This is an optimization exercise on Yosys and OpenROAD, whose aim is small area, a short achievable clock period and few clock cycles per item, not a production implementation. Power is estimated from default activity; no workload was simulated.

== willow ==
## axi_stream_insert_header
module axi_stream_insert_header#(
    parameter DATA_WD = 32,
    parameter DATA_BYTE_WD = DATA_WD / 8,
    parameter BYTE_CNT_WD = $clog2(DATA_BYTE_WD)
    )(
    input                       clk,
    input                       rst_n,
    input                       valid_in,
    input [DATA_WD-1 : 0]       data_in,
    input [DATA_BYTE_WD-1 : 0]  keep_in,
    input                       last_in,
    output                      ready_in,
    output                      valid_out,
    output [DATA_WD-1 : 0]      data_out,
    output [DATA_BYTE_WD-1 : 0] keep_out,
    output                      last_out,
    input                       ready_out,
    input                       valid_insert,
    input [DATA_WD-1 : 0]       header_insert,
    input [DATA_BYTE_WD-1 : 0]  keep_insert,
    input [BYTE_CNT_WD : 0]     byte_insert_cnt,
    output                      ready_insert
);
localparam NB = DATA_BYTE_WD;
localparam BW = BYTE_CNT_WD;
reg                 in_hdr;
reg                 in_data;
reg                 in_tail;
reg [NB-1:0]        hsel;    
reg [1:0]           tkeep;   
reg [DATA_WD-9:0]   carry;   
wire hdr_full = keep_insert[NB-1];
wire h1 = hsel[1];
wire h2 = hsel[2];
wire h3 = hsel[3];
wire k2 = keep_in[2];
wire k1 = keep_in[1];
wire k0 = keep_in[0];
wire ovf = (h1 & k0) | (h2 & k1) | (h3 & k2);
wire [NB-2:0] lkeep = {h1 | h2 | h3 | k2,
                       h2 | h3 | (h1 & k2) | k1,
  ...
Size: about 230 cells after synthesis, ~120 I/O pins, ~2400 um2 of cells after synthesis.
Settings: LEC_CHECK=0, ABC_CLOCK_PERIOD_IN_PS=1500, CAP_MARGIN=20, CORE_MARGIN=2, CORE_UTILIZATION=40, PLACE_DENSITY=0.6, SLEW_MARGIN=20; clock period 4.5 ns.
standard.sh (not shown) runs the stock make flow with config.mk's settings and CLKGATE_MAP_FILE= SYNTH_SCRIPT=/design/flow/synth_recipe.tcl, a recipe that flattens the netlist after the stock synthesis.
==> flow/flow/run.sh <==
#!/bin/bash
# Standard layout, with each port buffered by a small buffer instead of
# the delay cell that buffer_ports picks by default.
set -euo pipefail
export BUFFER_PORTS_ARGS="-buffer_cell sky130_fd_sc_hd__buf_1"
bash standard.sh > standard.log 2>&1
willow | stages: all done | timing, DRC, antenna: all pass
diff inputs: willow => pepper
# willow
export LEC_CHECK = 0
export ABC_CLOCK_PERIOD_IN_PS = 1500
export CAP_MARGIN = 20
export CORE_MARGIN = 2
export CORE_UTILIZATION = 40
export PLACE_DENSITY = 0.6
export SLEW_MARGIN = 20
create_clock -name core_clock -period 4.5 [get_ports {clk}]
# pepper
export LEC_CHECK = 0
export CAP_MARGIN = 20
export CORE_MARGIN = 2
export CORE_UTILIZATION = 40
export PLACE_DENSITY = 0.6
export SETUP_SLACK_MARGIN = 1.8
export SLEW_MARGIN = 20
create_clock -name core_clock -period 4.5 [get_ports {clk}]
--- outcome ---
- pepper has sequential cell area share below what willow had.
- Diff willow -> pepper: area of all sequential standard cells went up, cell area went up, fmax went up, layout cell share with drive strength beyond 1 went up.
Modified inputs, quartz compared to pepper
# pepper
export LEC_CHECK = 0
export CAP_MARGIN = 20
export CORE_MARGIN = 2
export CORE_UTILIZATION = 40
export PLACE_DENSITY = 0.6
export SETUP_SLACK_MARGIN = 1.8
export SLEW_MARGIN = 20
create_clock -name core_clock -period 4.5 [get_ports {clk}]
# quartz
export LEC_CHECK = 0
export CAP_MARGIN = 20
export CORE_MARGIN = 2
export CORE_UTILIZATION = 40
export PLACE_DENSITY = 0.6
export SLEW_MARGIN = 20
create_clock -name core_clock -period 4.5 [get_ports {clk}]
[summary]
Of the two values seen for capture point of the worst path, keep_out[2] was produced by quartz and ready_insert by pepper.
~same clock latency on the worst-skew pair in pepper and quartz
In the reports for pepper and quartz, the smaller ratio of final minimum period to clock period belongs to pepper.
In the tables for pepper and quartz, power density of the placed cells reads lower with quartz.
> inputs changed (quartz -> juniper)
# quartz
export LEC_CHECK = 0
export CAP_MARGIN = 20
export CORE_MARGIN = 2
export CORE_UTILIZATION = 40
export PLACE_DENSITY = 0.6
export SLEW_MARGIN = 20
create_clock -name core_clock -period 4.5 [get_ports {clk}]
# juniper
export LEC_CHECK = 0
export CAP_MARGIN = 20
export CORE_MARGIN = 2
export CORE_UTILIZATION = 40
export PLACE_DENSITY = 0.6
export SETUP_SLACK_MARGIN = 2.1
export SLEW_MARGIN = 20
create_clock -name core_clock -period 4.5 [get_ports {clk}]
Results
- Status | juniper and quartz | clean
- juniper vs. quartz: count of multi-input combinational gates went up by 7.
- Per the comparison of juniper with quartz, worst-case reg-to-reg path depth decreased 1; post-route worst setup slack increased 0.23 ns; non-clock buffer count increased about 27%; final cell count increased 39; routed wire length increased 2.0 mm.
- juniper does better than quartz on final period demand of the worst path.
- Lower met3 track utilization from global routing among juniper and quartz: quartz
No run of this note included a check of the RTL's function; only the layout flow was run.

[port drivers added, routing unchanged]
No port has a modelled driver above. Below, the same layouts with a new extraction and two added sets of constraints.
Step 1, drivers: a clkbuf_16 drives clk and a buf_2 each remaining input, both assumed.
Step 2 also shifts input and output timing later by t, the mid clock arrival at the registers, as if the neighbouring blocks saw the same clock.
Slacks: ideal / step 1 / step 2; pairs: ideal / step 1.
| run | t, ns | setup WS [ns] | clock arrival spread, ns |
|---|---|---|---|
| willow | 0.308 | 1.306 / 1.285 / 1.124 | 0.006 / 0.006 |
| pepper | 0.313 | 1.441 / 1.402 / 1.225 | 0.007 / 0.006 |
| quartz | 0.308 | 1.306 / 1.285 / 1.124 | 0.006 / 0.006 |
| juniper | 0.315 | 1.532 / 1.480 / 1.480 | 0.014 / 0.013 |
After both steps every run listed still meets setup and hold. For pepper, which loses most, drivers alone change the setup slack by -0.039 ns; drivers and shift together by -0.216 ns.
